Context: an optimization exercise on an open-source flow, tuned for small area. The choices shown serve that exercise and are no tape-out recipe.
Function was checked by simulation only, so behaviour that the tests miss may differ from the original.
Power is estimated from default activity; no workload was simulated.

## lagoon
// crt
module crt(
	input clk,
	input reset,
	input cs,
	input we,
	input [3:0] addr,
	input [15:0] data_in,
	output [15:0] data_out,
	output irq,
	output vs,
	output hs,
	output ven,
	output [2:0] clksel,
	output [31:0] pixaddr
);
reg [15:0] hb, hv, hf, he, vb, vv, vf, ve;
reg [15:0] fl, fh, sl, sh, ic, ir, cr;
reg [15:0] col, row;
reg [31:0] pa;
reg field;
reg irq_r;
wire wr = cs & we;
wire [15:0] d0 = data_in & {16{~reset}};	 
wire [15:0] d1 = data_in | {16{reset}};		 
function [15:0] pick;
	input [15:0] rv;
	begin
		pick = (d1 & rv) | (d0 & ~rv);
	end
endfunction
wire [15:0] wsel;
genvar k;
generate for (k = 0; k < 16; k = k + 1) begin : dec
	assign wsel[k] = reset | (wr & (addr == k));
end endgenerate
always @(posedge clk) begin
	if (wsel[4'h0]) hb <= pick(16'd44);
	if (wsel[4'h1]) hv <= pick(16'd192);
	if (wsel[4'h2]) hf <= pick(16'd2112);
	if (wsel[4'h3]) he <= pick(16'd2199);
	if (wsel[4'h4]) vb <= pick(16'd5);
	if (wsel[4'h5]) vv <= pick(16'd41);
	if (wsel[4'h6]) vf <= pick(16'd581);
	if (wsel[4'h7]) ve <= pick(16'd584);
	if (wsel[4'h8]) fl <= pick(16'h0000);
	if (wsel[4'h9]) fh <= pick(16'h0001);
	if (wsel[4'hA]) sl <= pick(16'h0080);
	if (wsel[4'hB]) sh <= pick(16'h0000);
	if (wsel[4'hC]) ic <= pick(16'd0);
	if (wsel[4'hD]) ir <= pick(16'd0);
	if (wsel[4'hF]) cr <= pick(16'h0002);
end
reg [15:0] rd;
always @(*) begin
	case (addr)
	4'h0: rd = hb;
	4'h1: rd = hv;
	4'h2: rd = hf;
	4'h3: rd = he;
	4'h4: rd = vb;
	4'h5: rd = vv;
	4'h6: rd = vf;
	4'h7: rd = ve;
	4'h8: rd = fl;
  ...
Settings: LEC_CHECK=0, CAP_MARGIN=20, CORE_MARGIN=2, CORE_UTILIZATION=40, CTS_BUF_LIST=sky130_fd_sc_hd__clkbuf_4, CTS_CLUSTER_SIZE=20, SLEW_MARGIN=20; clock period 7.5 ns.
run.sh (not shown) runs the stock make flow with config.mk's settings and CLKGATE_MAP_FILE= SYNTH_SCRIPT=/design/flow/synth_recipe.tcl, a recipe that flattens the netlist after the stock synthesis.
lagoon completed; timing, DRC and antenna clean
Modified inputs, zinc compared to lagoon
# lagoon
export LEC_CHECK = 0
export CAP_MARGIN = 20
export CORE_MARGIN = 2
export CORE_UTILIZATION = 40
export CTS_BUF_LIST = sky130_fd_sc_hd__clkbuf_4
export CTS_CLUSTER_SIZE = 20
export SLEW_MARGIN = 20
create_clock -name core_clock -period 7.5 [get_ports {clk}]
# zinc
export LEC_CHECK = 0
export CAP_MARGIN = 20
export CORE_MARGIN = 2
export CORE_UTILIZATION = 50
export CTS_BUF_LIST = sky130_fd_sc_hd__clkbuf_8
export CTS_CLUSTER_DIAMETER = 50
export CTS_CLUSTER_SIZE = 20
export SLEW_MARGIN = 20
create_clock -name core_clock -period 7.5 [get_ports {clk}]
[summary]
- zinc finished end to end and its layout was clean on timing, DRC and antenna.
- Area: zinc vs lagoon -> zinc smaller
- Of lagoon and zinc, the run reporting the higher minimum setup slack after placement was zinc.
- On wire length of the first global-routing pass, lagoon and zinc are neck and neck.
- zinc vs lagoon: average vias per placed instance up by a little under 10%
- Compared with lagoon, zinc shows a combinational power that is about 0.9% lower.
- Route | zinc vs lagoon | wire shorter in zinc
Here is what was changed in the inputs of nickel compared with zinc.
# zinc
export LEC_CHECK = 0
export CAP_MARGIN = 20
export CORE_MARGIN = 2
export CORE_UTILIZATION = 50
export CTS_BUF_LIST = sky130_fd_sc_hd__clkbuf_8
export CTS_CLUSTER_DIAMETER = 50
export CTS_CLUSTER_SIZE = 20
export SLEW_MARGIN = 20
create_clock -name core_clock -period 7.5 [get_ports {clk}]
# nickel
export LEC_CHECK = 0
export CAP_MARGIN = 20
export CORE_MARGIN = 2
export CORE_UTILIZATION = 50
export SLEW_MARGIN = 20
create_clock -name core_clock -period 7.5 [get_ports {clk}]
==> flow/flow/run.sh (new file) <==
#!/bin/bash
# Standard ORFS layout (the standard.sh, unchanged synthesis) with three changes:
#  - ports are buffered with the smallest buffer (buf_1) instead of the default choice
#  - clock tree built without dummy loads
#  - clock tree buffers and clustering set below
set -euo pipefail
CTS="-sink_clustering_enable -repair_clock_nets -dont_use_dummy_load -sink_clustering_size 20 -sink_clustering_max_diameter 50 -buf_list sky130_fd_sc_hd__clkbuf_8"
bash standard.sh \
  "BUFFER_PORTS_ARGS=-buffer_cell sky130_fd_sc_hd__buf_1" \
  "CTS_ARGS=$CTS" \
  finish > flow_standard.log 2>&1
==> flow/standard.sh (new file) <==
#!/bin/bash
# synth_recipe.tcl (not shown) runs the flow's synth.tcl, then flattens the netlist and writes it again
# the make line also repeats each setting of config.mk as NAME=value (left out here)
make -C /OpenROAD-flow-scripts/flow DESIGN_CONFIG=/design/flow/config.mk WORK_HOME=/design/flow/orfs CLKGATE_MAP_FILE= SYNTH_SCRIPT=/design/flow/synth_recipe.tcl "${@:-finish}"
removed: flow/run.sh
==> summary.txt <==
- The fraction of area in clock buffers and inverters in nickel sits 1.8 points below the value recorded for zinc.
- Relative to zinc, the final cell area reported for nickel is lower.
- In nickel, the worst setup slack came out 0.10 ns above the value in zinc.
- met2 layer wire length in the routed design in nickel is about 3% below zinc.
- Re fraction of area in non-clock buffers: zinc was higher than nickel.
- Summary of nickel over zinc: logic gate share of total power +0.3 points, wire length of the first global-routing pass -2.1%.
Edits applied to the flow inputs when going from nickel to fjord:
# nickel
export LEC_CHECK = 0
export CAP_MARGIN = 20
export CORE_MARGIN = 2
export CORE_UTILIZATION = 50
export SLEW_MARGIN = 20
create_clock -name core_clock -period 7.5 [get_ports {clk}]
# fjord
export LEC_CHECK = 0
export CAP_MARGIN = 20
export CORE_MARGIN = 2
export CORE_UTILIZATION = 50
export CTS_BUF_LIST = sky130_fd_sc_hd__clkbuf_16
export CTS_CLUSTER_DIAMETER = 80
export CTS_CLUSTER_SIZE = 40
export SLEW_MARGIN = 20
create_clock -name core_clock -period 7.5 [get_ports {clk}]
==> flow/run.sh (new file) <==
#!/bin/bash
# synth_recipe.tcl (not shown) runs the flow's synth.tcl, then flattens the netlist and writes it again
# the make line also repeats each setting of config.mk as NAME=value (left out here)
make -C /OpenROAD-flow-scripts/flow DESIGN_CONFIG=/design/flow/config.mk WORK_HOME=/design/flow/orfs CLKGATE_MAP_FILE= SYNTH_SCRIPT=/design/flow/synth_recipe.tcl finish
removed: flow/flow/run.sh
removed: flow/standard.sh
Notes after the runs:
Non-clock buffer count in the final layout: fjord vs nickel identical
Routed length on met2: fjord vs nickel up about 1.8%
The higher design area of nickel and fjord is in fjord.
Compared with nickel, in fjord synthesis-to-finish area growth climbed 3.7 points, worst hold slack rose 0.057 ns, period utilization increased by 1.1 points relative to the old numbers.
Comparing nickel with fjord, the cell count came out essentially unchanged.
Total number of nets in the final design: nickel and fjord compared, higher one is nickel

-- what the ideal ports hide --
In the flow no input, the clock included, has a driving cell. The finished layouts below were timed again as built, in two steps.
Step 1 sets driving cells, clkbuf_16 on the clock port and buf_2 on the other inputs (assumed; they add their load-dependent delay and slew).
Step 2 moves the port delays by t, midway between the first and last clock arrival at a register: inputs arrive t later, outputs are due t later. That takes back most of the time a late clock gives input paths.
a / b / c = no drivers / after step 1 / after step 2; a / b = the first two.
| run | t (ns) | slack for setup (ns) | pins driven straight from the clock port |
|---|---|---|---|
| lagoon | 0.805 | 0.523 / 0.523 / 0.372 | 1 |
| zinc | 0.645 | 0.459 / 0.459 / 0.370 | 1 |
| nickel | 0.615 | 0.563 / 0.563 / 0.408 | 1 |
| fjord | 0.587 | 0.479 / 0.479 / 0.380 | 1 |
After both steps setup and hold are still met in every run listed. The setup slack of nickel, which loses most, moves by 0.000 ns with the drivers and by -0.155 ns with both steps.
